Source: an optimization exercise on an open RTL-to-GDS flow (aim: small area, a short achievable clock period and few clock cycles). Production flows keep margins and buffers that such runs may drop. At most, simulation tests tie the RTL to the original design; equivalence was not proved. Only the layout flow was run in runs 1 and 6; the RTL was not checked for function there.

==> flow/design.v (outline; a module is shown in full before it is edited, if it fits) <==
// module lfsr: 5 lines
// module beetle_left_antenna: 613 lines
// module beetle_compare: 88 lines
// module beetle_right_antenna: 21 lines
// module beetle_booth_row: 14 lines
// module beetle_prefix_add: 25 lines
// module beetle_position: 15 lines
// module bas: 139 lines
module bas(clock,reset,load, seed_x,seed_y,iterations,x,y,x_extreme,y_extreme,out_value,done );
  // ...
==> flow/flow/run.sh <==
#!/bin/bash
# The standard layout: floorplan with the default timing repair, then the rest
# with timing repair aiming for 20 ns of setup slack at the design's clock
# period (over-fixing, as SETUP_SLACK_MARGIN does) on the worst 10% of
# endpoints, and buf_2 cells as the port buffers.
set -euo pipefail
bash standard.sh "BUFFER_PORTS_ARGS=-buffer_cell sky130_fd_sc_hd__buf_2" floorplan > orfs_make_floorplan.log 2>&1
bash standard.sh SETUP_SLACK_MARGIN=20 TNS_END_PERCENT=10 "BUFFER_PORTS_ARGS=-buffer_cell sky130_fd_sc_hd__buf_2" finish > orfs_make.log 2>&1
==> flow/standard.sh <==
#!/bin/bash
# synth_recipe.tcl (not shown) runs the flow's synth.tcl, then flattens the netlist and writes it again
# the make line also repeats each setting of config.mk as NAME=value (left out here)
make -C /OpenROAD-flow-scripts/flow DESIGN_CONFIG=/design/flow/config.mk WORK_HOME=/design/flow/orfs CLKGATE_MAP_FILE= SYNTH_SCRIPT=/design/flow/synth_recipe.tcl "${@:-finish}"
==> flow/config.mk <==
export PLATFORM = sky130hd
export DESIGN_NAME = bas
export DESIGN_NICKNAME = bas
export VERILOG_FILES = /design/flow/design.v
export SDC_FILE = /design/flow/constraint.sdc
export NUM_CORES = 8
export LEC_CHECK = 0
export ABC_AREA = 1
export CAP_MARGIN = 20
export CORE_MARGIN = 2
export CORE_UTILIZATION = 50
export SLEW_MARGIN = 20
==> flow/constraint.sdc <==
create_clock -name core_clock -period 27.0 [get_ports {clock}]
set_input_delay 5.4000 -clock core_clock [delete_from_list [all_inputs] [get_ports {clock}]]
set_output_delay 5.4000 -clock core_clock [all_outputs]
set_load 0.01 [all_outputs]
==> notes.md, run 1 <==
Synth Flop Type -> dfxtp_1
Max_cap viols -> 0
FF-to-FF Start -> dl1[10]
Main combinational cell family by area after synthesis -> adder cells
N_diodes -> 2
Row count -> 121
Crit path depth -> 30
R2R depth -> 30
Hold path startpoint -> first
Finished Core Util -> 0.549
Met2 WL -> 91.9 mm
Synth Area in Compound Gates -> 0.131
Vias in the first global route -> 49900
Largest registers -> value_best (33), value_curr (33)
Hold path cells -> 2
Max-slew violations -> 0
Seq_cells -> 307
Worst path bufs/invs -> 6
Outcome -> complete, no violations
Crit-path leading delay family -> adder cells
Post-Synth Simple-Gate Area -> 0.210
Netlist cell types -> 69
Ys Warns -> 2
DR vias/cell -> 5.61
Worst hold slack -> 458 ps
Final Wtd Congestion -> 0.970
ANT nets after route -> 0
Initial DRC count -> 4408
Synthesized instance count -> 7701
Area occupied by multi-input gates -> 0.0435 mm²
Least-Margin Pin Slew -> 1050 ps
GR Util met3 -> 0.0437
CP Class -> reg2reg
Sequential area share after synthesis -> 0.114
Top Metal Used -> met5
N_taps -> 1414
Die H -> 335 µm
Synth top area cells -> fa_1 21%, ha_1 15%, dfxtp_1 11%
Inverters -> 1185
Gr ovfl total -> 0
==> module bas, before the edit <==
module bas(clock,reset,load, seed_x,seed_y,iterations,x,y,x_extreme,y_extreme,out_value,done );
    input clock,reset,load;
    input [8:0] seed_x,seed_y;
    input [8:0] iterations;
    input [15:0] x,y;
    output signed [15:0] x_extreme,y_extreme;
    output signed [39:0] out_value;
    output reg done;
    reg [15:0] x_curr, y_curr;           
    reg signed [13:0] step_x, step_y;    
    reg signed [13:0] step_nx, step_ny;  
    reg [17:0] dl1, dl2, dr1, dr2;       
    reg ql1, ql2, qr1, qr2;              
    reg [32:0] value_curr;               
    reg [8:0] dir_x, dir_y;              
    reg [12:0] sense;                    
    reg [9:0] remain;
    reg run;
    reg first;                           
    reg [15:0] x_best, y_best;
    reg [32:0] value_best;
    reg value_init;                      
    wire [32:0] al, bl, ar, br;
    beetle_left_antenna ol(dl1, dl2, ql1, ql2, al, bl);
    beetle_left_antenna or_(dr1, dr2, qr1, qr2, ar, br);
    wire go_right;
    beetle_compare cmp(al, bl, ar, br, go_right);
    wire [32:0] odour_l, odour_r;
    beetle_prefix_add #(33, 6) suml(al, bl, odour_l);
    beetle_prefix_add #(33, 6) sumr(ar, br, odour_r);
    wire [15:0] x_l = x_curr + {{2{step_x[13]}}, step_x};
    wire [15:0] y_l = y_curr + {{2{step_y[13]}}, step_y};
    wire [15:0] x_r = x_curr - {{2{step_x[13]}}, step_x};
    wire [15:0] y_r = y_curr - {{2{step_y[13]}}, step_y};
    wire [17:0] ell1, ell2, elr1, elr2, erl1, erl2, err1, err2;
    wire qll1, qll2, qlr1, qlr2, qrl1, qrl2, qrr1, qrr2;
    beetle_position #(0) pll(x_l, y_l, step_nx, step_ny, ell1, ell2, qll1, qll2);
    beetle_position #(1) plr(x_l, y_l, step_nx, step_ny, elr1, elr2, qlr1, qlr2);
    beetle_position #(0) prl(x_r, y_r, step_nx, step_ny, erl1, erl2, qrl1, qrl2);
    beetle_position #(1) prr(x_r, y_r, step_nx, step_ny, err1, err2, qrr1, qrr2);
    wire signed [13:0] mul_x, mul_y;
    wire [14:0] sense3 = {2'b00, sense} + {1'b0, sense, 1'b0};
    wire [8:0] dir_x_n, dir_y_n;
    lfsr lx(dir_x, dir_x_n);
    lfsr ly(dir_y, dir_y_n);
    beetle_right_antenna mulx(dir_x, sense, sense3, mul_x);
    beetle_right_antenna muly(dir_y, sense, sense3, mul_y);
    assign x_extreme = x_best;
    assign y_extreme = y_best;
    assign out_value = {4'b0, {3{value_init}}, value_best};
    always @(posedge clock) begin
        if (reset) begin
            x_curr <= x;
            y_curr <= y;
            dl1 <= 18'd0;
            dl2 <= 18'd0;
            dr1 <= 18'd0;
            dr2 <= 18'd0;
            ql1 <= 1'b0;
            ql2 <= 1'b0;
            qr1 <= 1'b0;
            qr2 <= 1'b0;
            step_x <= 14'd0;
            step_y <= 14'd0;
            step_nx <= 14'd0;
            step_ny <= 14'd0;
            dir_x <= 9'd0;
            dir_y <= 9'd0;
        end else begin
            if (go_right) begin
                x_curr <= x_r;
                y_curr <= y_r;
                dl1 <= erl1;
                dl2 <= erl2;
                dr1 <= err1;
                dr2 <= err2;
                ql1 <= qrl1;
                ql2 <= qrl2;
                qr1 <= qrr1;
                qr2 <= qrr2;
            end else begin
                x_curr <= x_l;
                y_curr <= y_l;
                dl1 <= ell1;
                dl2 <= ell2;
                dr1 <= elr1;
                dr2 <= elr2;
                ql1 <= qll1;
                ql2 <= qll2;
                qr1 <= qlr1;
                qr2 <= qlr2;
            end
            step_x <= step_nx;
            step_y <= step_ny;
            step_nx <= mul_x;
            step_ny <= mul_y;
            if (load) begin
                dir_x <= seed_x;
                dir_y <= seed_y;
            end else begin
                dir_x <= dir_x_n;
                dir_y <= dir_y_n;
            end
        end
        value_curr <= go_right ? odour_r : odour_l;
        if (reset)
            sense <= 13'd6426;
        else
            sense <= sense - {8'd0, sense[12:8]} - {12'd0, sense[7:0] != 8'd0};
        if (reset) begin
            run <= 1'b0;
            done <= 1'b0;
            first <= 1'b0;
        end else if (load) begin
            remain <= {1'b0, iterations} + 10'd1;
            first <= 1'b1;
            run <= iterations != 9'd0;
            done <= iterations == 9'd0;
        end else if (run) begin
            remain <= remain - 10'd1;
            first <= 1'b0;
            if (remain == 10'd0) begin
                run <= 1'b0;
                done <= 1'b1;
            end
        end
        if (reset) begin
            x_best <= 16'd0;
            y_best <= 16'd0;
            value_best <= {33{1'b1}};
            value_init <= 1'b1;
        end else if (run && !first && value_curr < value_best) begin
            x_best <= x_curr;
            y_best <= y_curr;
            value_best <= value_curr;
            value_init <= 1'b0;
        end
    end
endmodule
==> run 2, diff against run 1 <==
--- a/flow/design.v
+++ b/flow/design.v
@@ -884,14 +884,18 @@
             end
         end
         value_curr <= go_right ? odour_r : odour_l;
-        if (reset)
-            sense <= 13'd6426;
+        if (reset | load)
+            sense <= 13'd6400;
         else
             sense <= sense - {8'd0, sense[12:8]} - {12'd0, sense[7:0] != 8'd0};
         if (reset) begin
             run <= 1'b0;
             done <= 1'b0;
             first <= 1'b0;
+            x_best <= 16'd0;
+            y_best <= 16'd0;
+            value_best <= {33{1'b1}};
+            value_init <= 1'b1;
         end else if (load) begin
             remain <= {1'b0, iterations} + 10'd1;
             first <= 1'b1;
@@ -904,17 +908,12 @@
                 run <= 1'b0;
                 done <= 1'b1;
             end
-        end
-        if (reset) begin
-            x_best <= 16'd0;
-            y_best <= 16'd0;
-            value_best <= {33{1'b1}};
-            value_init <= 1'b1;
-        end else if (run && !first && value_curr < value_best) begin
-            x_best <= x_curr;
-            y_best <= y_curr;
-            value_best <= value_curr;
-            value_init <= 1'b0;
+            if (!first && value_curr < value_best) begin
+                x_best <= x_curr;
+                y_best <= y_curr;
+                value_best <= value_curr;
+                value_init <= 1'b0;
+            end
         end
     end
 endmodule
--- a/flow/config.mk
+++ b/flow/config.mk
@@ -8,5 +8,5 @@
 export ABC_AREA = 1
 export CAP_MARGIN = 20
 export CORE_MARGIN = 2
-export CORE_UTILIZATION = 50
+export CORE_UTILIZATION = 55
 export SLEW_MARGIN = 20
==> run 2 against run 1 <==
Effect of this change: still clean; largest cell class unchanged; count of clock-buffer cells in the layout is 1 lower; routed wire length is 0.72% lower; critical path depth decreased by 25; sequential share of layout area about the same; critical endpoint is now x_best[5]; worst setup slack improved by 79 ps; first-iteration DRC count is 2.7% lower; critical path type is now in2reg.
==> notes.md, run 2 <==
Final #Nets -> 9031 (was 9013)
Largest registers -> value_best (33), value_curr (33) (unchanged)
Initial cell density of the core -> 0.556 (was 0.505)
Initial DRC count -> 4289 (was 4408)
Avg Cell Area, Syn -> 7.13 µm² (about the same)
N_diodes -> 0 (was 2)
Rel. slew slack -> 0.247 (was 0.296)
Crit. Startpoint -> reset (was dl1[10])
CP required -> 27560 ps (was 27490 ps)
Area occupied by multi-input gates -> 0.0432 mm² (was 0.0435 mm²)
Sequential area share after synthesis -> 0.114 (about the same)
Most common cell on crit path -> buf_6 (was fa_2)
Number of synthesized flops with an enable pin -> 10 (unchanged)
Worst hold slack -> 474 ps (was 458 ps)
Critical path cell sequence -> buf_6 -> inv_4 -> buf_6 -> o21ai_0 -> nor2_1
CP Max Fanout -> 91 (was 21)
Filler Cells Inserted -> 9333 (was 10800)
Crit-path leading delay family -> buffers and inverters (was adder cells)
Clk latency of the worst-skew pair -> 640 ps (about the same)
Die W -> 319 µm (was 335 µm)
H-tree levels -> 2 (unchanged)
Max-slew violations -> 0 (unchanged)
FF-to-FF Start -> dl1[10] (unchanged)
Post-synth top cells -> 1396 x nand2_1, 1164 x inv_1, 1057 x nor2_1, 662 x ha_1, 577 x fa_1 (was 1453 x nand2_1, 1155 x inv_1, 1024 x nor2_1, 661 x ha_1, 588 x a21oi_1)
Synth area leader -> fa_1 (unchanged)
Post-cts hold buffer count -> 0 (unchanged)
Core ar. -> 0.0984 mm² (was 0.109 mm²)
Tot GR Track Use -> 0.377 (was 0.347)
CP Class -> in2reg (was reg2reg)
Final setup vio count -> 0 (unchanged)
Num ports -> 135 (unchanged)
Crit path depth -> 5 (was 30)
Netlist Area Pre-Place -> 0.0547 mm² (was 0.0549 mm²)
Least-Margin Pin Slew -> 1130 ps (was 1050 ps)
Pre-antenna DRT Iters -> 6 (unchanged)
ANT nets after route -> 0 (unchanged)
Flops & latches, synth -> 307 (unchanged)
Final Cycle Share -> 0.259 (was 0.262)
Register area -> 0.00642 mm² (was 0.00643 mm²)
Ys async rst share -> 0 (unchanged)
Area Overhead vs Synth -> 9.38% (was 8.72%)
Overall die area -> 0.102 mm² (was 0.113 mm²)
Most frequent cell after synthesis -> nand2_1 (unchanged)
Fmax -> 143 MHz (was 142 MHz)
Synth Flop Type -> dfxtp_1 (unchanged)
Post-layout minimum cycle time -> 6980 ps (was 7060 ps)
Most frequent cells in the layout -> 1385 x nand2_1, 1145 x inv_1, 1035 x nor2_1, 648 x ha_1, 561 x a21oi_1 (was 1441 x nand2_1, 1133 x inv_1, 1007 x nor2_1, 650 x ha_1, 576 x a21oi_1)
Share of cells above drive strength 1 -> 0.0775 (was 0.0745)
Crit path DAT -> 7540 ps (was 7550 ps)
Critical Path Source Type -> input port (was register)
Hold Crit Class -> reg2reg (unchanged)
Max_cap viols -> 0 (unchanged)
Outcome -> complete, no violations (unchanged)
R2R depth -> 32 (was 30)
Final Wtd Congestion -> 1.01 (was 0.970)
Netlist cell types -> 63 (was 69)
Routed via count -> 51300 (was 51400)
Global-route wire length before repair -> 294 mm (was 299 mm)
Total Neg Setup Slack -> 0 ps (unchanged)
Largest net degree at the start of global routing -> 92 (was 74)
CTS tree -> built (unchanged)
Worst path bufs/invs -> 3 (was 6)
Finished Core Util -> 0.608 (was 0.549)
Clock skew -> 37.8 ps (was 41.1 ps)
Vias in the first global route -> 50000 (was 49900)
Clk root buf -> clkbuf_16 (unchanged)
Die H -> 319 µm (was 335 µm)
Slowest CP cell -> buf_6 (was fa_2)
Gr ovfl total -> 0 (unchanged)
IO Port Bufs -> 130 (unchanged)
Crit. End Element -> register (unchanged)
Ys Warns -> 2 (unchanged)
DRC viols -> 0 (unchanged)
Post-DP HPWL -> 156 mm (was 157 mm)
CTS clk-pin slew, worst paths -> 60 ps (about the same)
Clock Sinks -> 307 (unchanged)
Synthesized instance count -> 7667 (was 7701)
Initial antenna violation count -> 0 (was 3)
Row count -> 115 (was 121)
Most common cell after layout, fill and taps aside -> nand2_1 (unchanged)
Synth top area share -> 0.211 (was 0.210)
Hold path cells -> 2 (unchanged)
Final hold vios -> 0 (unchanged)
Longest Clk Path Bufs -> 3 (unchanged)
WL final -> 196 mm (was 198 mm)
Hold path startpoint -> x_best[12] (was first)
RSZ-0062 raised after global routing -> true (unchanged)
Max stage delay on crit path -> 650 ps (about the same)
Wire length per cell -> 21.7 µm (was 21.6 µm)
Synth top area cells -> fa_1 21%, ha_1 15%, dfxtp_1 11% (unchanged)
DR vias/cell -> 5.67 (was 5.61)
CTS buffer count -> 43 (was 41)
-- run 2: metal layers --
| metal | part of all wire | vias to the layer above | GRT usage |
|---|---|---|---|
| li1 | - | 24400 | - |
| met1 | 0.39 | 24300 | 0.464 |
| met2 | 0.46 | 2036 | 0.622 |
| met3 | 0.069 | 530 | 0.0476 |
| met4 | 0.078 | 0 | 0.249 |
| met5 | 0 | - | 0 |
-- run 2: logic make-up after synthesis --
logic type	synth area share
AO/OA/AOI/OAI	0.131
XOR/XNOR	0.0772
AND/OR/NAND/NOR	0.209
buffers and inverters	0.105
other	0.0000686
adder cells (fa/ha/maj)	0.363
multiplexers	0.000183
flip-flops	0.114
-- run 2: through the flow --
stage          area, µm²  worst slack [ps]  std cells
5_1_grt            59800             19900       9044
3_5_place_dp       56000             17820       8831
6_report           59800             20020       9044
2_1_floorplan      54700             19990       7670
4_1_cts            58200             19800       8928
3_3_place_gp       56000             17940       8831
-- run 2: worst reg2reg max path, delay by kind of cell, from the launching register on --
family / cells / cell delay, ps
flops: 1 / 380
fa+ha+maj: 8 / 3340
compound gates: 3 / 320
simple gates: 16 / 2160
buf+inv: 5 / 530
-- run 2: path summary, 6_finish.rpt --
| kind | to | slack (ps) |
|---|---|---|
| max | x_best[5] | 20020 |
| min | x_best[12] | 470 |
| max reg2reg | dr1[17] | 20120 |
| min reg2reg | x_best[12] | 470 |
-- run 2: final cells by class --
class,instances,area share
Sequential cell,307,0.107
Tap cell,1287,0.0269
Clock buffer,56,0.0202
Clock inverter,16,0.00452
Inverter,1193,0.0758
Multi-Input combinational cell,5875,0.723
Timing Repair Buffer,310,0.0421
-- run 2: timing repair --
item,4_1_cts,5_1_grt
buffers inserted,17,111
cloned,8,5
setup endpoints to repair,189,193
pin swaps,7,28
resized for setup,121,192
Testbench counts of run 2, summed over its fixed seeds: cycles 49,368.
==> run 3, diff against run 2 <==
--- a/flow/config.mk
+++ b/flow/config.mk
@@ -5,8 +5,7 @@
 export SDC_FILE = /design/flow/constraint.sdc
 export NUM_CORES = 8
 export LEC_CHECK = 0
-export ABC_AREA = 1
 export CAP_MARGIN = 20
 export CORE_MARGIN = 2
-export CORE_UTILIZATION = 55
+export CORE_UTILIZATION = 50
 export SLEW_MARGIN = 20
==> run 3 against run 2 <==
Effect of this change: register-to-register slack got worse by 480 ps; count of clock-buffer cells in the layout fell by 4; highest routed layer is now met5; final cell count down 12%; critical path depth increased by 21; worst hold slack lost 3.2 ps; cell area grew 1.7%; sequential cell count is the same; synthesized cell count shrank 16%; critical path type is now reg2reg.
==> notes.md, run 3 <==
Outcome -> complete, no violations (unchanged)
Slowest CP cell -> fa_1 (was buf_6)
Finished Core Util -> 0.578 (was 0.608)
Final cell count without fillers -> 7974 (was 9044)
Filler Cells Inserted -> 9505 (was 9333)
Max-slew violations -> 0 (unchanged)
Critical Path Source Type -> register (was input port)
Synth top area share -> 0.218 (was 0.211)
Post-DP HPWL -> 137 mm (was 156 mm)
Num ports -> 135 (unchanged)
CP Max Fanout -> 8 (was 91)
Number of synthesized flops with an enable pin -> 10 (unchanged)
Pre-antenna DRT Iters -> 11 (was 6)
Netlist cell types -> 93 (was 63)
Hold Crit Class -> reg2reg (unchanged)
Overall die area -> 0.109 mm² (was 0.102 mm²)
Place WS -> 16970 ps (was 17820 ps)
Post-layout minimum cycle time -> 7360 ps (was 6980 ps)
Clk root buf -> clkbuf_16 (unchanged)
RSZ-0062 raised after global routing -> true (unchanged)
WL final -> 187 mm (was 196 mm)
Max_cap viols -> 0 (unchanged)
Area occupied by multi-input gates -> 0.0447 mm² (was 0.0432 mm²)
Final setup vio count -> 0 (unchanged)
Flops & latches, synth -> 307 (unchanged)
Largest registers -> value_best (33), value_curr (33) (unchanged)
Design Area, Final -> 0.0608 mm² (was 0.0598 mm²)
Crit-path leading delay family -> adder cells (was buffers and inverters)
Ys Warns -> 2 (unchanged)
Final Cycle Share -> 0.273 (was 0.259)
Synth area leader -> fa_1 (unchanged)
Most common cell after layout, fill and taps aside -> nor2_1 (was nand2_1)
Register area -> 0.00645 mm² (was 0.00642 mm²)
CP Class -> reg2reg (was in2reg)
Die H -> 330 µm (was 319 µm)
DR vias/cell -> 5.89 (was 5.67)
Final worst setup slack -> 19640 ps (was 20020 ps)
Rel. slew slack -> 0.236 (was 0.247)
Placed insts -> 7641 (was 8831)
CP required -> 27500 ps (was 27560 ps)
Gr ovfl total -> 0 (unchanged)
Crit. End Element -> register (unchanged)
Final hold vios -> 0 (unchanged)
Ys async rst share -> 0 (unchanged)
DRC viols -> 0 (unchanged)
Initial DRC count -> 4090 (was 4289)
Row count -> 119 (was 115)
Initial antenna violation count -> 9 (was 0)
Share of cells above drive strength 1 -> 0.153 (was 0.0775)
Total Neg Setup Slack -> 0 ps (unchanged)
Most common cell on crit path -> fa_1 (was buf_6)
Synthesized instance count -> 6412 (was 7667)
Clock Sinks -> 307 (unchanged)
Sequential area share after synthesis -> 0.118 (was 0.114)
Core ar. -> 0.105 mm² (was 0.0984 mm²)
Vias in the first global route -> 46500 (was 50000)
CTS buffer count -> 41 (was 43)
Final #Nets -> 7850 (was 9031)
Crit path DAT -> 7860 ps (was 7540 ps)
Worst path bufs/invs -> 6 (was 3)
Tot GR Track Use -> 0.341 (was 0.377)
CTS clk-pin slew, worst paths -> 60 ps (about the same)
Initial cell density of the core -> 0.504 (was 0.556)
Most frequent cells in the layout -> 787 x nor2_1, 641 x inv_1, 626 x ha_1, 499 x fa_1, 373 x a21oi_1 (was 1385 x nand2_1, 1145 x inv_1, 1035 x nor2_1, 648 x ha_1, 561 x a21oi_1)
Avg Cell Area, Syn -> 8.28 µm² (was 7.13 µm²)
Routed via count -> 47000 (was 51300)
Synth top area cells -> fa_1 22%, ha_1 16%, dfxtp_1 11% (was fa_1 21%, ha_1 15%, dfxtp_1 11%)
H-tree levels -> 2 (unchanged)
Post-synth top cells -> 814 x nor2_1, 662 x ha_1, 660 x inv_1, 577 x fa_1, 398 x a21oi_1 (was 1396 x nand2_1, 1164 x inv_1, 1057 x nor2_1, 662 x ha_1, 577 x fa_1)
Clock skew -> 22.4 ps (was 37.8 ps)
Die W -> 330 µm (was 319 µm)
Wire length per cell -> 23.4 µm (was 21.7 µm)
Area Overhead vs Synth -> 14.5% (was 9.38%)
Longest Clk Path Bufs -> 3 (unchanged)
Most frequent cell after synthesis -> nor2_1 (was nand2_1)
Clk latency of the worst-skew pair -> 640 ps (about the same)
Placed Instance Area -> 0.0546 mm² (was 0.0560 mm²)
Final Wtd Congestion -> 0.956 (was 1.01)
Global-route wire length before repair -> 281 mm (was 294 mm)
ANT nets after route -> 0 (unchanged)
IO Port Bufs -> 130 (unchanged)
Least-Margin Pin Slew -> 1150 ps (was 1130 ps)
Fmax -> 136 MHz (was 143 MHz)
Netlist Area Pre-Place -> 0.0531 mm² (was 0.0547 mm²)
CTS tree -> built (unchanged)
Synth Flop Type -> dfxtp_1 (unchanged)
Largest net degree at the start of global routing -> 98 (was 92)
Max stage delay on crit path -> 570 ps (was 650 ps)
[run 3: final timing paths]
check                  from        end  slack [ps]  depth (start not counted)
setup / recovery     dl1[1]     dl1[1]       19640                         26
hold / removal    x_best[0]  x_best[0]         470                          2
setup reg to reg     dl1[1]     dl1[1]       19640                         26
hold reg to reg   x_best[0]  x_best[0]         470                          2
[run 3: cell type report]
cell class              count  share of cell area
flip-flops and latches    307               0.106
diodes                      1           0.0000411
multi-input cells        5101               0.735
inverters                 662              0.0409
well taps                1391              0.0286
repair buffers            436              0.0662
clock inverters            24             0.00510
clock buffers              52              0.0184
[run 3: timing repair]
item,in CTS,in global routing
setup buffers,176,54
hold buffers,0,0
endpoints found under the hold margin,0,0
cloned,23,1
gates resized for setup,461,128
setup endpoints to repair,217,216
pin swaps,144,61
[run 3: through the flow]
stage                     hold WS (ps)
after floorplan                    458
after CTS                          471
after global routing               487
final                              471
after global placement             457
after detailed placement           459
[run 3: routing by layer]
metal  up-vias  GRT usage  routed length, µm
li1      21800          -                  -
met1     22800      0.411              72600
met2      1886      0.569              87200
met3       527     0.0604              13800
met4        14      0.204              13200
met5         -          0                 92
[run 3: worst min-delay path, stage by stage (launching register included)]
cell     delay (ps)
dfxtp_1         310
nand3_1          60
a21oi_1          60
[run 3: cell families (layout without fill, tap and decap cells)]
| group | after synthesis | count (layout) | synth area share |
|---|---|---|---|
| buf+inv | 1015 | 1174 | 0.0739 |
| xor+xnor | 539 | 541 | 0.0908 |
| other cells | 1 | 5 | 0.0000706 |
| compound gates | 1373 | 1379 | 0.167 |
| simple gates | 1863 | 1863 | 0.163 |
| mux | 71 | 71 | 0.0136 |
| flops | 307 | 307 | 0.118 |
| fa+ha+maj | 1243 | 1243 | 0.374 |
==> run 4, diff against run 3 <==
--- a/flow/config.mk
+++ b/flow/config.mk
@@ -5,6 +5,7 @@
 export SDC_FILE = /design/flow/constraint.sdc
 export NUM_CORES = 8
 export LEC_CHECK = 0
+export ABC_AREA = 1
 export CAP_MARGIN = 20
 export CORE_MARGIN = 2
 export CORE_UTILIZATION = 50
==> run 4 against run 3 <==
Effect of this change: still clean; worst setup slack better by 510 ps; via count up 8.5%; global-route usage up 0.24 points; utilization down 2.9 points; non-clock buffer count down 136.
==> notes.md, run 4 <==
Share of cells above drive strength 1 -> 0.0775 (was 0.153)
Tot GR Track Use -> 0.343 (was 0.341)
Avg Cell Area, Syn -> 7.13 µm² (was 8.28 µm²)
Worst path bufs/invs -> 6 (unchanged)
Design Area, Final -> 0.0597 mm² (was 0.0608 mm²)
Total Neg Setup Slack -> 0 ps (unchanged)
Post-layout minimum cycle time -> 6850 ps (was 7360 ps)
Ys async rst share -> 0 (unchanged)
Global-route wire length before repair -> 294 mm (was 281 mm)
Mux contribution to synthesized area -> 0.000183 (was 0.0136)
H-tree levels -> 2 (unchanged)
Overall die area -> 0.112 mm² (was 0.109 mm²)
Critical Path Source Type -> register (unchanged)
Crit path depth -> 33 (was 26)
CTS buffer count -> 42 (was 41)
Clock skew -> 53.5 ps (was 22.4 ps)
Main combinational cell family by area after synthesis -> adder cells (unchanged)
Gr ovfl total -> 0 (unchanged)
Post-synth top cells -> 1396 x nand2_1, 1164 x inv_1, 1057 x nor2_1, 662 x ha_1, 577 x fa_1 (was 814 x nor2_1, 662 x ha_1, 660 x inv_1, 577 x fa_1, 398 x a21oi_1)
Least-Margin Pin Slew -> 1220 ps (was 1150 ps)
R2r setup slk -> 20150 ps (was 19640 ps)
GR Util met3 -> 0.0431 (was 0.0604)
Initial antenna violation count -> 5 (was 9)
Clk latency of the worst-skew pair -> 650 ps (was 640 ps)
Most frequent cell after synthesis -> nand2_1 (was nor2_1)
Most common cell after layout, fill and taps aside -> nand2_1 (was nor2_1)
Final hold vios -> 0 (unchanged)
Final setup vio count -> 0 (unchanged)
WL final -> 196 mm (was 187 mm)
Place WS -> 17830 ps (was 16970 ps)
Reg2reg end -> y_curr[8] (was dl1[1])
IO Port Bufs -> 130 (unchanged)
Filler Cells Inserted -> 10700 (was 9505)
Sequential area share after synthesis -> 0.114 (was 0.118)
CP Max Fanout -> 9 (was 8)
CP Class -> reg2reg (unchanged)
Flops & latches, synth -> 307 (unchanged)
Crit. Startpoint -> dl1[13] (was dl1[1])
DRC viols -> 0 (unchanged)
Synth Area in Compound Gates -> 0.131 (was 0.167)
Max_cap viols -> 0 (unchanged)
CP required -> 27570 ps (was 27500 ps)
Rel. slew slack -> 0.184 (was 0.236)
Row count -> 121 (was 119)
CTS clk-pin slew, worst paths -> 60 ps (about the same)
Synth Flop Type -> dfxtp_1 (unchanged)
Crit-path leading delay family -> adder cells (unchanged)
Final #Nets -> 9019 (was 7850)
Post-Synth Simple-Gate Area -> 0.209 (was 0.163)
Pre-antenna DRT Iters -> 6 (was 11)
Vias in the first global route -> 49700 (was 46500)
Synth top area share -> 0.211 (was 0.218)
Max-slew violations -> 0 (unchanged)
Slowest CP cell -> fa_1 (unchanged)
Synthesized instance count -> 7667 (was 6412)
Most frequent cells in the layout -> 1385 x nand2_1, 1146 x inv_1, 1048 x nor2_1, 648 x ha_1, 561 x a21oi_1 (was 787 x nor2_1, 641 x inv_1, 626 x ha_1, 499 x fa_1, 373 x a21oi_1)
Fmax -> 146 MHz (was 136 MHz)
Final Wtd Congestion -> 0.977 (was 0.956)
Crit. End Element -> register (unchanged)
Most common cell on crit path -> nand2_1 (was fa_1)
Clk root buf -> clkbuf_16 (unchanged)
Netlist cell types -> 63 (was 93)
Die H -> 335 µm (was 330 µm)
Wire length per cell -> 21.3 µm (was 23.4 µm)
Area Overhead vs Synth -> 9.18% (was 14.5%)
CTS tree -> built (unchanged)
Initial DRC count -> 4345 (was 4090)
Largest registers -> value_best (33), value_curr (33) (unchanged)
Hold Crit Class -> reg2reg (unchanged)
Largest net degree at the start of global routing -> 84 (was 98)
Number of synthesized flops with an enable pin -> 10 (unchanged)
Routed via count -> 51000 (was 47000)
RSZ-0062 raised after global routing -> true (unchanged)
ANT nets after route -> 0 (unchanged)
R2R depth -> 33 (was 26)
Core ar. -> 0.109 mm² (was 0.105 mm²)
Met1 Use GR -> 0.416 (was 0.411)
Post-Synth XOR/XNOR Area -> 0.0772 (was 0.0908)
Clock Sinks -> 307 (unchanged)
FF-to-FF Start -> dl1[13] (was dl1[1])
Global route hottest layer -> met2 (unchanged)
Synth top area cells -> fa_1 21%, ha_1 15%, dfxtp_1 11% (was fa_1 22%, ha_1 16%, dfxtp_1 11%)
DR vias/cell -> 5.56 (was 5.89)
Post-DP HPWL -> 155 mm (was 137 mm)
Crit path DAT -> 7420 ps (was 7860 ps)
Synth area leader -> fa_1 (unchanged)
Final Cycle Share -> 0.254 (was 0.273)
Met2 Use GR -> 0.593 (was 0.569)
Ys Warns -> 2 (unchanged)
Initial cell density of the core -> 0.503 (was 0.504)
Longest Clk Path Bufs -> 3 (unchanged)
Final worst setup slack -> 20150 ps (was 19640 ps)
Adder-cell area share of the yosys netlist -> 0.363 (was 0.374)
Outcome -> complete, no violations (unchanged)
Max stage delay on crit path -> 570 ps (about the same)
CP Capture Point -> y_curr[8] (was dl1[1])
Netlist Area Pre-Place -> 0.0547 mm² (was 0.0531 mm²)
Die W -> 335 µm (was 330 µm)
Num ports -> 135 (unchanged)
Placed Instance Area -> 0.0560 mm² (was 0.0546 mm²)
==> run 4: cell types whose count changed after synthesis, moves of 94 or more <==
cell / before / now
a21oi_1: 398 / 568
nor2b_1: 123 / 0
inv_1: 660 / 1164
nand3_1: 93 / 258
nand2_1: 342 / 1396
xor2_1: 180 / 402
nand2b_1: 94 / 0
nor2_1: 814 / 1057
or2_2: 108 / 11
xnor2_1: 351 / 80
==> run 4: how the worst min path moves through the flow <==
stage | startpoint | to | slack (ps) | depth (start not counted)
after global routing | y_best[12] | y_best[12] | 500 | 2
after detailed placement | value_init | value_init | 460 | 2
after global placement | value_init | value_init | 450 | 2
after CTS | value_init | value_init | 470 | 2
after floorplan | value_curr[0] | value_best[0] | 440 | 2
final | value_init | value_init | 470 | 2
==> run 4: cell families after synthesis <==
| logic type | Yosys count |
|---|---|
| DFF | 307 |
| adders and majority gates | 1239 |
| AOI/OAI and AO/OA | 1285 |
| other | 1 |
| buffers and inverters | 1494 |
| and+or+nand+nor | 2858 |
| xor gates and xnor gates | 482 |
| muxes | 1 |
==> run 4: layer usage <==
layer  share of wire  wire (µm)  up-vias
li1                -          -    24400
met1            0.39      77000    24100
met2            0.47      92500     1981
met3           0.066      13000      479
met4           0.066      13000        4
met5         0.00015         30        -
==> run 4: worst min-delay path, stage by stage (launching register included) <==
cell and delay, ps:
dfxtp_1 320, nand2_1 60, nand2_1 40
==> run 4: stage by stage <==
step | hold WS (ps) | util | instances
final | 468 | 0.549 | 9166
after global routing | 497 | 0.549 | 9165
after CTS | 468 | 0.537 | 9070
after detailed placement | 460 | 0.516 | 8941
after global placement | 453 | 0.516 | 8941
after floorplan | 444 | - | 7670
==> run 4: what timing repair did <==
| item | in CTS | in global routing |
|---|---|---|
| setup buffers | 46 | 91 |
| gates resized for setup | 165 | 149 |
| gates cloned | 6 | 4 |
| endpoints found under the setup margin | 177 | 194 |
| hold buffers | 0 | 0 |
| pin swaps | 3 | 25 |
==> run 4: final cells by class <==
cell class,instances,area (µm²),share of cell area
Clock inverter,24,258,0.00432
Timing Repair inverter,1,5.00,0.0000838
Sequential cell,307,6470,0.108
Timing Repair Buffer,300,2290,0.0383
Inverter,1193,4540,0.0761
Multi-Input combinational cell,5873,43200,0.724
Antenna cell,1,2.50,0.0000419
Tap cell,1414,1770,0.0296
Clock buffer,53,1160,0.0195
==> run 5, diff against run 4 <==
==> flow/flow/run.sh (replaced) <==
#!/bin/bash
# The standard layout: floorplan with the default timing repair, then the rest
# with timing repair aiming for 20.25 ns of setup slack at the design's clock
# period (over-fixing, as SETUP_SLACK_MARGIN does) on the worst 10% of
# endpoints, and buf_2 cells as the port buffers.
set -euo pipefail
bash standard.sh "BUFFER_PORTS_ARGS=-buffer_cell sky130_fd_sc_hd__buf_2" floorplan > orfs_make_floorplan.log 2>&1
bash standard.sh SETUP_SLACK_MARGIN=20.25 TNS_END_PERCENT=10 "BUFFER_PORTS_ARGS=-buffer_cell sky130_fd_sc_hd__buf_2" finish > orfs_make.log 2>&1
==> run 5 against run 4 <==
Effect of this change: global-route usage is 0.41 points higher; register-to-register slack gained 220 ps; sequential cell count unchanged; worst setup slack improved by 130 ps; non-clock buffer count is 103 higher; cell area is 3.1% higher; worst hold slack about the same; clock skew shrank 4.6 ps; critical path type is now in2reg; critical endpoint is now y_best[15]; largest cell class unchanged; highest routed layer is now met4.
==> notes.md, run 5 <==
Outcome -> complete, no violations (unchanged)
Netlist Area Pre-Place -> 0.0547 mm² (unchanged)
Wire length per cell -> 21.3 µm (about the same)
R2R depth -> 32 (was 33)
Sequential area share after synthesis -> 0.114 (unchanged)
Total Neg Setup Slack -> 0 ps (unchanged)
Synthesized instance count -> 7667 (unchanged)
Reg2reg end -> dl1[12] (was y_curr[8])
Synth area leader -> fa_1 (unchanged)
Row count -> 121 (unchanged)
Core ar. -> 0.109 mm² (unchanged)
CP Class -> in2reg (was reg2reg)
Clock Sinks -> 307 (unchanged)
Post-synth top cells -> 1396 x nand2_1, 1164 x inv_1, 1057 x nor2_1, 662 x ha_1, 577 x fa_1 (unchanged)
Final worst setup slack -> 20280 ps (was 20150 ps)
Initial cell density of the core -> 0.503 (unchanged)
CTS tree -> built (unchanged)
Most common cell after layout, fill and taps aside -> nand2_1 (unchanged)
Post-DP HPWL -> 155 mm (unchanged)
Avg Cell Area, Syn -> 7.13 µm² (unchanged)
R2r setup slk -> 20370 ps (was 20150 ps)
Final cell count without fillers -> 9269 (was 9166)
IO Port Bufs -> 130 (unchanged)
Rel. slew slack -> 0.315 (was 0.184)
Most frequent cells in the layout -> 1370 x nand2_1, 1121 x inv_1, 1021 x nor2_1, 637 x ha_1, 555 x a21oi_1 (was 1385 x nand2_1, 1146 x inv_1, 1048 x nor2_1, 648 x ha_1, 561 x a21oi_1)
Die H -> 335 µm (unchanged)
Post-cts hold buffer count -> 0 (unchanged)
Routed via count -> 51600 (was 51000)
Largest registers -> value_best (33), value_curr (33) (unchanged)
Final Cycle Share -> 0.249 (was 0.254)
CP required -> 27580 ps (was 27570 ps)
Synth Flop Type -> dfxtp_1 (unchanged)
WL final -> 198 mm (was 196 mm)
Largest net degree at the start of global routing -> 84 (unchanged)
Netlist cell types -> 63 (unchanged)
DR vias/cell -> 5.57 (was 5.56)
Clock skew -> 48.8 ps (was 53.5 ps)
RSZ-0062 raised after global routing -> true (unchanged)
Longest Clk Path Bufs -> 3 (unchanged)
Max-slew violations -> 0 (unchanged)
DRC viols -> 0 (unchanged)
Ys Warns -> 2 (unchanged)
Final #Nets -> 9122 (was 9019)
Synth top area cells -> fa_1 21%, ha_1 15%, dfxtp_1 11% (unchanged)
Ys async rst share -> 0 (unchanged)
Clk latency of the worst-skew pair -> 650 ps (about the same)
CTS clk-pin slew, worst paths -> 60 ps (about the same)
Number of synthesized flops with an enable pin -> 10 (unchanged)
Final setup vio count -> 0 (unchanged)
Filler Cells Inserted -> 10500 (was 10700)
Crit. Startpoint -> reset (was dl1[13])
Place WS -> 17830 ps (unchanged)
CP Max Fanout -> 83 (was 9)
Hold Crit Class -> reg2reg (unchanged)
Tot GR Track Use -> 0.347 (was 0.343)
Num ports -> 135 (unchanged)
Clk root buf -> clkbuf_16 (unchanged)
Fmax -> 149 MHz (was 146 MHz)
Max_cap viols -> 0 (unchanged)
Final Wtd Congestion -> 0.977 (unchanged)
H-tree levels -> 2 (unchanged)
Initial DRC count -> 4449 (was 4345)
Flops & latches, synth -> 307 (unchanged)
Most frequent cell after synthesis -> nand2_1 (unchanged)
Placed insts -> 8941 (unchanged)
Crit path DAT -> 7290 ps (was 7420 ps)
Initial antenna violation count -> 1 (was 5)
Overall die area -> 0.112 mm² (unchanged)
ANT nets after route -> 0 (unchanged)
Global-route wire length before repair -> 298 mm (was 294 mm)
Share of cells above drive strength 1 -> 0.109 (was 0.0775)
CTS buffer count -> 42 (unchanged)
Gr ovfl total -> 0 (unchanged)
Area Overhead vs Synth -> 12.5% (was 9.18%)
Vias in the first global route -> 50200 (was 49700)
Pre-antenna DRT Iters -> 6 (unchanged)
Post-layout minimum cycle time -> 6720 ps (was 6850 ps)
Crit. End Element -> register (unchanged)
Die W -> 335 µm (unchanged)
Critical Path Source Type -> input port (was register)
FF-to-FF Start -> dl1[5] (was dl1[13])
CP Capture Point -> y_best[15] (was y_curr[8])
Final hold vios -> 0 (unchanged)
Finished Core Util -> 0.566 (was 0.549)
Least-Margin Pin Slew -> 1030 ps (was 1220 ps)
Synth top area share -> 0.211 (unchanged)
[run 5: cell counts after synthesis]
No cell type changed its count.
[run 5: kinds of logic (layout without fill, tap and decap cells)]
group / count (synthesis) / after routing / share of synthesized area
xor+xnor: 482 / 482 / 0.0772
other cells: 1 / 5 / 0.0000686
simple gates: 2858 / 2862 / 0.209
fa+ha+maj: 1239 / 1239 / 0.363
mux: 1 / 1 / 0.000183
compound gates: 1285 / 1285 / 0.131
flops: 307 / 307 / 0.114
buf+inv: 1494 / 1674 / 0.105
[run 5: final cells by class]
class	instances	area (µm²)	share of cell area
Multi-Input combinational cell	5873	43900	0.713
Sequential cell	307	6490	0.106
Inverter	1193	4560	0.0741
Timing Repair Buffer	403	3380	0.0549
Tap cell	1414	1770	0.0288
Clock buffer	53	1160	0.0189
Clock inverter	24	258	0.00419
Timing Repair inverter	1	5.00	0.0000814
Antenna cell	1	2.50	0.0000407
[run 5: stage by stage]
stage	instance area (µm²)	hold WS, ps
detailed placement	56000	460
finish	61500	468
floorplan	54700	444
CTS	59400	468
global placement	56000	453
global route	61500	497
[run 5: worst min path at each step]
stage / start / end / slack [ps] / cells past startpoint
6_report: value_init / value_init / 470 / 2
5_1_grt: y_best[12] / y_best[12] / 500 / 2
4_1_cts: value_init / value_init / 470 / 2
3_5_place_dp: value_init / value_init / 460 / 2
3_3_place_gp: value_init / value_init / 450 / 2
2_1_floorplan: value_curr[0] / value_best[0] / 440 / 2
[run 5: what timing repair did]
item | 4_1_cts | 5_1_grt
gates resized for setup | 236 | 297
setup buffers | 117 | 122
cloned | 10 | 1
setup endpoints to repair | 208 | 200
pin swaps | 11 | 122
[run 5: layer usage]
layer / GRT usage / wire length (µm) / up-vias / share of wire
met4: 0.198 / 13900 / 0 / 0.070
met1: 0.418 / 77800 / 24500 / 0.39
li1: - / - / 24600 / -
met5: 0 / 0 / - / 0
met2: 0.597 / 93000 / 2052 / 0.47
met3: 0.0454 / 13000 / 502 / 0.066
[run 5: critical path, cell delays in order]
cell,delay [ps]
buf_6,180
inv_8,430
buf_6,550
o21ai_0,270
buf_4,240
nor2_1,80
==> run 6, diff against run 5 <==
--- a/flow/design.v
+++ b/flow/design.v
@@ -829,10 +829,8 @@
     assign x_extreme = x_best;
     assign y_extreme = y_best;
     assign out_value = {4'b0, {3{value_init}}, value_best};
-    always @(posedge clock) begin
+    always @(posedge clock or posedge reset) begin
         if (reset) begin
-            x_curr <= x;
-            y_curr <= y;
             dl1 <= 18'd0;
             dl2 <= 18'd0;
             dr1 <= 18'd0;
@@ -841,6 +839,30 @@
             ql2 <= 1'b0;
             qr1 <= 1'b0;
             qr2 <= 1'b0;
+        end else if (go_right) begin
+            dl1 <= erl1;
+            dl2 <= erl2;
+            dr1 <= err1;
+            dr2 <= err2;
+            ql1 <= qrl1;
+            ql2 <= qrl2;
+            qr1 <= qrr1;
+            qr2 <= qrr2;
+        end else begin
+            dl1 <= ell1;
+            dl2 <= ell2;
+            dr1 <= elr1;
+            dr2 <= elr2;
+            ql1 <= qll1;
+            ql2 <= qll2;
+            qr1 <= qlr1;
+            qr2 <= qlr2;
+        end
+    end
+    always @(posedge clock) begin
+        if (reset) begin
+            x_curr <= x;
+            y_curr <= y;
             step_x <= 14'd0;
             step_y <= 14'd0;
             step_nx <= 14'd0;
@@ -851,25 +873,9 @@
             if (go_right) begin
                 x_curr <= x_r;
                 y_curr <= y_r;
-                dl1 <= erl1;
-                dl2 <= erl2;
-                dr1 <= err1;
-                dr2 <= err2;
-                ql1 <= qrl1;
-                ql2 <= qrl2;
-                qr1 <= qrr1;
-                qr2 <= qrr2;
             end else begin
                 x_curr <= x_l;
                 y_curr <= y_l;
-                dl1 <= ell1;
-                dl2 <= ell2;
-                dr1 <= elr1;
-                dr2 <= elr2;
-                ql1 <= qll1;
-                ql2 <= qll2;
-                qr1 <= qlr1;
-                qr2 <= qlr2;
             end
             step_x <= step_nx;
             step_y <= step_ny;
==> flow/flow/run.sh (replaced) <==
#!/bin/bash
# The standard layout: floorplan with the default timing repair, then the rest
# with timing repair aiming for 20 ns of setup slack at the design's clock
# period (over-fixing, as SETUP_SLACK_MARGIN does) on the worst 10% of
# endpoints, and buf_2 cells as the port buffers.
set -euo pipefail
bash standard.sh "BUFFER_PORTS_ARGS=-buffer_cell sky130_fd_sc_hd__buf_2" floorplan > orfs_make_floorplan.log 2>&1
bash standard.sh SETUP_SLACK_MARGIN=20 TNS_END_PERCENT=10 "BUFFER_PORTS_ARGS=-buffer_cell sky130_fd_sc_hd__buf_2" finish > orfs_make.log 2>&1
==> run 6 against run 5 <==
Effect of this change: still clean on timing, DRC and antenna; maximum frequency down 3.0%; count of clock-buffer cells in the layout increased by 1; synthesized area is 0.19% lower; die area is 0.19% lower; sequential cell count stayed put; critical endpoint is now value_best[32]; largest cell class unchanged.
==> notes.md, run 6 <==
Avg Cell Area, Syn -> 7.25 µm² (was 7.13 µm²)
Netlist cell types -> 71 (was 63)
WL final -> 197 mm (was 198 mm)
Max-slew violations -> 0 (unchanged)
Clk latency of the worst-skew pair -> 630 ps (was 650 ps)
Synth Flop Type -> dfxtp_1 (unchanged)
Most common cell after layout, fill and taps aside -> nand2_1 (unchanged)
IO Port Bufs -> 130 (unchanged)
Rel. slew slack -> 0.279 (was 0.315)
Mux contribution to synthesized area -> 0.000367 (was 0.000183)
Initial DRC count -> 4196 (was 4449)
Clock Sinks -> 307 (unchanged)
Post-DP HPWL -> 152 mm (was 155 mm)
Critical Path Source Type -> input port (unchanged)
CTS tree -> built (unchanged)
Final hold vios -> 0 (unchanged)
Die W -> 334 µm (was 335 µm)
Outcome -> complete, no violations (unchanged)
Routed via count -> 50800 (was 51600)
Largest net degree at the start of global routing -> 105 (was 84)
Area Overhead vs Synth -> 11.9% (was 12.5%)
Final Wtd Congestion -> 0.992 (was 0.977)
Row count -> 121 (unchanged)
DRC viols -> 0 (unchanged)
Ys async rst share -> 0.248 (was 0)
Overall die area -> 0.112 mm² (about the same)
Post-layout minimum cycle time -> 6920 ps (was 6720 ps)
Share of cells above drive strength 1 -> 0.108 (was 0.109)
Synth top area cells -> fa_1 21%, ha_1 15%, nand2_1 9.4% (was fa_1 21%, ha_1 15%, dfxtp_1 11%)
Netlist Area Pre-Place -> 0.0546 mm² (was 0.0547 mm²)
CP Max Fanout -> 64 (was 83)
Final cell count without fillers -> 9112 (was 9269)
Main combinational cell family by area after synthesis -> adder cells (unchanged)
Tot GR Track Use -> 0.348 (was 0.347)
RSZ-0062 raised after global routing -> true (unchanged)
CP Class -> in2reg (unchanged)
Final #Nets -> 8962 (was 9122)
Most frequent cells in the layout -> 1353 x nand2_1, 1116 x inv_1, 932 x nor2_1, 637 x ha_1, 522 x fa_1 (was 1370 x nand2_1, 1121 x inv_1, 1021 x nor2_1, 637 x ha_1, 555 x a21oi_1)
ANT nets after route -> 0 (unchanged)
Core ar. -> 0.109 mm² (about the same)
Crit. End Element -> register (unchanged)
Post-synth top cells -> 1370 x nand2_1, 1160 x inv_1, 994 x nor2_1, 661 x ha_1, 577 x fa_1 (was 1396 x nand2_1, 1164 x inv_1, 1057 x nor2_1, 662 x ha_1, 577 x fa_1)
Filler Cells Inserted -> 10600 (was 10500)
Post-Synth XOR/XNOR Area -> 0.0752 (was 0.0772)
Slowest CP cell -> a31oi_2 (was buf_6)
Wire length per cell -> 21.6 µm (was 21.3 µm)
Longest Clk Path Bufs -> 3 (unchanged)
Final setup vio count -> 0 (unchanged)
Synth Area in Compound Gates -> 0.129 (was 0.131)
Number of synthesized flops with an enable pin -> 10 (unchanged)
Vias in the first global route -> 49900 (was 50200)
Die H -> 334 µm (was 335 µm)
Final Cycle Share -> 0.256 (was 0.249)
Num ports -> 135 (unchanged)
Hold Crit Class -> reg2reg (unchanged)
Sequential area share after synthesis -> 0.121 (was 0.114)
Least-Margin Pin Slew -> 1080 ps (was 1030 ps)
Max_cap viols -> 0 (unchanged)
Fmax -> 144 MHz (was 149 MHz)
Flops & latches, synth -> 307 (unchanged)
Adder-cell area share of the yosys netlist -> 0.363 (about the same)
Clock skew -> 28.8 ps (was 48.8 ps)
CTS clk-pin slew, worst paths -> 70 ps (was 60 ps)
Initial antenna violation count -> 1 (unchanged)
CTS buffer count -> 42 (unchanged)
CP required -> 27460 ps (was 27580 ps)
Placed insts -> 8809 (was 8941)
Total Neg Setup Slack -> 0 ps (unchanged)
Gr ovfl total -> 0 (unchanged)
H-tree levels -> 2 (unchanged)
Synth area leader -> fa_1 (unchanged)
Max stage delay on crit path -> 280 ps (was 550 ps)
Critical path cell sequence -> clkbuf_4 -> nor2_4 -> nand3_1 -> a31oi_2 -> nand2_1 -> buf_6 -> clkinv_8 -> buf_16 -> o211ai_1 (was buf_6 -> inv_8 -> buf_6 -> o21ai_0 -> buf_4 -> nor2_1)
Largest registers -> value_best (33), value_curr (33) (unchanged)
Post-cts hold buffer count -> 0 (unchanged)
Pre-antenna DRT Iters -> 9 (was 6)
Ys Warns -> 2 (unchanged)
Crit path DAT -> 7390 ps (was 7290 ps)
Most frequent cell after synthesis -> nand2_1 (unchanged)
Synthesized instance count -> 7531 (was 7667)
Clk root buf -> clkbuf_16 (unchanged)
Synth top area share -> 0.212 (was 0.211)
DR vias/cell -> 5.58 (was 5.57)
Post-Synth Simple-Gate Area -> 0.206 (was 0.209)
Initial cell density of the core -> 0.503 (about the same)
Global-route wire length before repair -> 296 mm (was 298 mm)
run 6: changes by cell type in the layout (fill, tap and decap cells not counted), sizes merged, moves of 14 or more:
| cell | change |
|---|---|
| xor2 | -37 |
| a21oi | -71 |
| buf | -35 |
| o211ai | +32 |
| nor2 | -64 |
| dfrtp | +76 |
| xnor2 | +19 |
| nand2 | -18 |
| inv | -17 |
| o21bai | -17 |
| or2 | +14 |
| o21ai | +27 |
| dfxtp | -76 |
run 6: area by class of cell:
class,instances,area (µm²),share of cell area
Antenna cell,3,7.51,0.000123
Clock buffer,54,1200,0.0197
Clock inverter,23,215,0.00352
Inverter,1180,4510,0.0739
Multi-Input combinational cell,5759,43500,0.712
Sequential cell,307,6820,0.112
Tap cell,1414,1770,0.0290
Timing Repair Buffer,371,3070,0.0503
Timing Repair inverter,1,5.00,0.0000820
run 6: cell families (layout without fill, tap and decap cells):
family                     after synthesis  after routing
muxes                                    2              2
xor gates and xnor gates               465            465
buffers and inverters                 1479           1629
DFF                                    307            307
adders and majority gates             1238           1238
and+or+nand+nor                       2785           2796
other                                    1              7
AOI/OAI and AO/OA                     1254           1254
run 6: worst max-delay path, delay by kind of cell:
kind	cells	cell delay, ps
AO/OA/AOI/OAI	2	450
buffers and inverters	4	920
AND/OR/NAND/NOR	3	510
run 6: stage by stage:
stage               hold slack (ps)  instance area, µm²  setup slack (ps)   util
floorplan                       442               54600             17980      -
global placement                452               56000             17860  0.516
detailed placement              462               56000             17810  0.516
CTS                             473               59200             19930  0.545
global route                    491               61000             19900  0.562
finish                          470               61100             20080  0.562
run 6: worst paths after layout:
| path | from | to | slack [ps] | depth (start not counted) |
|---|---|---|---|---|
| worst min register to register | value_init | value_init | 470 | 2 |
| worst max register to register | dl1[9] | value_curr[14] | 20160 | 31 |
| max in group asynchronous | reset | dr1[14] | 20540 | 4 |
| worst max-delay path | load | value_best[32] | 20080 | 9 |
| worst min-delay path | value_init | value_init | 470 | 2 |
| min in group asynchronous | reset | dl2[11] | 5520 | 3 |
run 6: layer usage:
| layer | GRT usage | wire length [µm] | part of all wire | vias up |
|---|---|---|---|---|
| li1 | - | - | - | 24200 |
| met1 | 0.439 | 80800 | 0.41 | 24300 |
| met2 | 0.575 | 90600 | 0.46 | 1924 |
| met3 | 0.0461 | 12900 | 0.066 | 488 |
| met4 | 0.196 | 12800 | 0.065 | 0 |
| met5 | 0 | 0 | 0 | - |
run 6: timing repair:
item,4_1_cts,5_1_grt
cloned,17,1
endpoints found under the setup margin,258,183
gates resized for setup,197,288
pin swaps,12,104
endpoints found under the hold margin,0,0
buffers inserted,99,106

static timing again, ports no longer ideal:
How much do the figures lean on ideal ports? The routed layouts below were timed once more, with nothing changed but the port constraints. Step 1: set_driving_cell puts a clkbuf_16 on clock and a buf_2 on each other input, an assumption about the parent block. Step 2, shift: input delay + t, output delay - t, t = (earliest + latest rising clock arrival at the registers) / 2. This alone moves slack from input paths to output paths. a / b / c = ideal ports / drivers / drivers and shift; a / b = the first two.
run | t (ns) | setup WS [ns] | hold WS [ns] | worst setup path at the end | worst register clock-pin slew, ns
run 1 | 0.704 | 19.939 / 19.939 / 19.296 | 0.458 / 0.458 / 0.458 | input to register | 0.07 / 0.07
run 2 | 0.697 | 20.018 / 20.062 / 19.365 | 0.474 / 0.474 / 0.474 | input to register | 0.07 / 0.07
run 3 | 0.709 | 19.641 / 19.641 / 19.045 | 0.471 / 0.471 / 0.471 | input to register | 0.07 / 0.07
run 4 | 0.708 | 20.149 / 20.149 / 19.511 | 0.468 / 0.468 / 0.468 | input to register | 0.07 / 0.07
run 5 | 0.709 | 20.283 / 20.295 / 19.620 | 0.468 / 0.468 / 0.468 | input to register | 0.07 / 0.07
run 6 | 0.696 | 20.077 / 20.136 / 19.441 | 0.470 / 0.470 / 0.470 | input to register | 0.07 / 0.07
After both steps setup and hold are still met in every run listed. The setup slack of run 5, which loses most, moves by +0.012 ns with the drivers and by -0.663 ns with both steps.
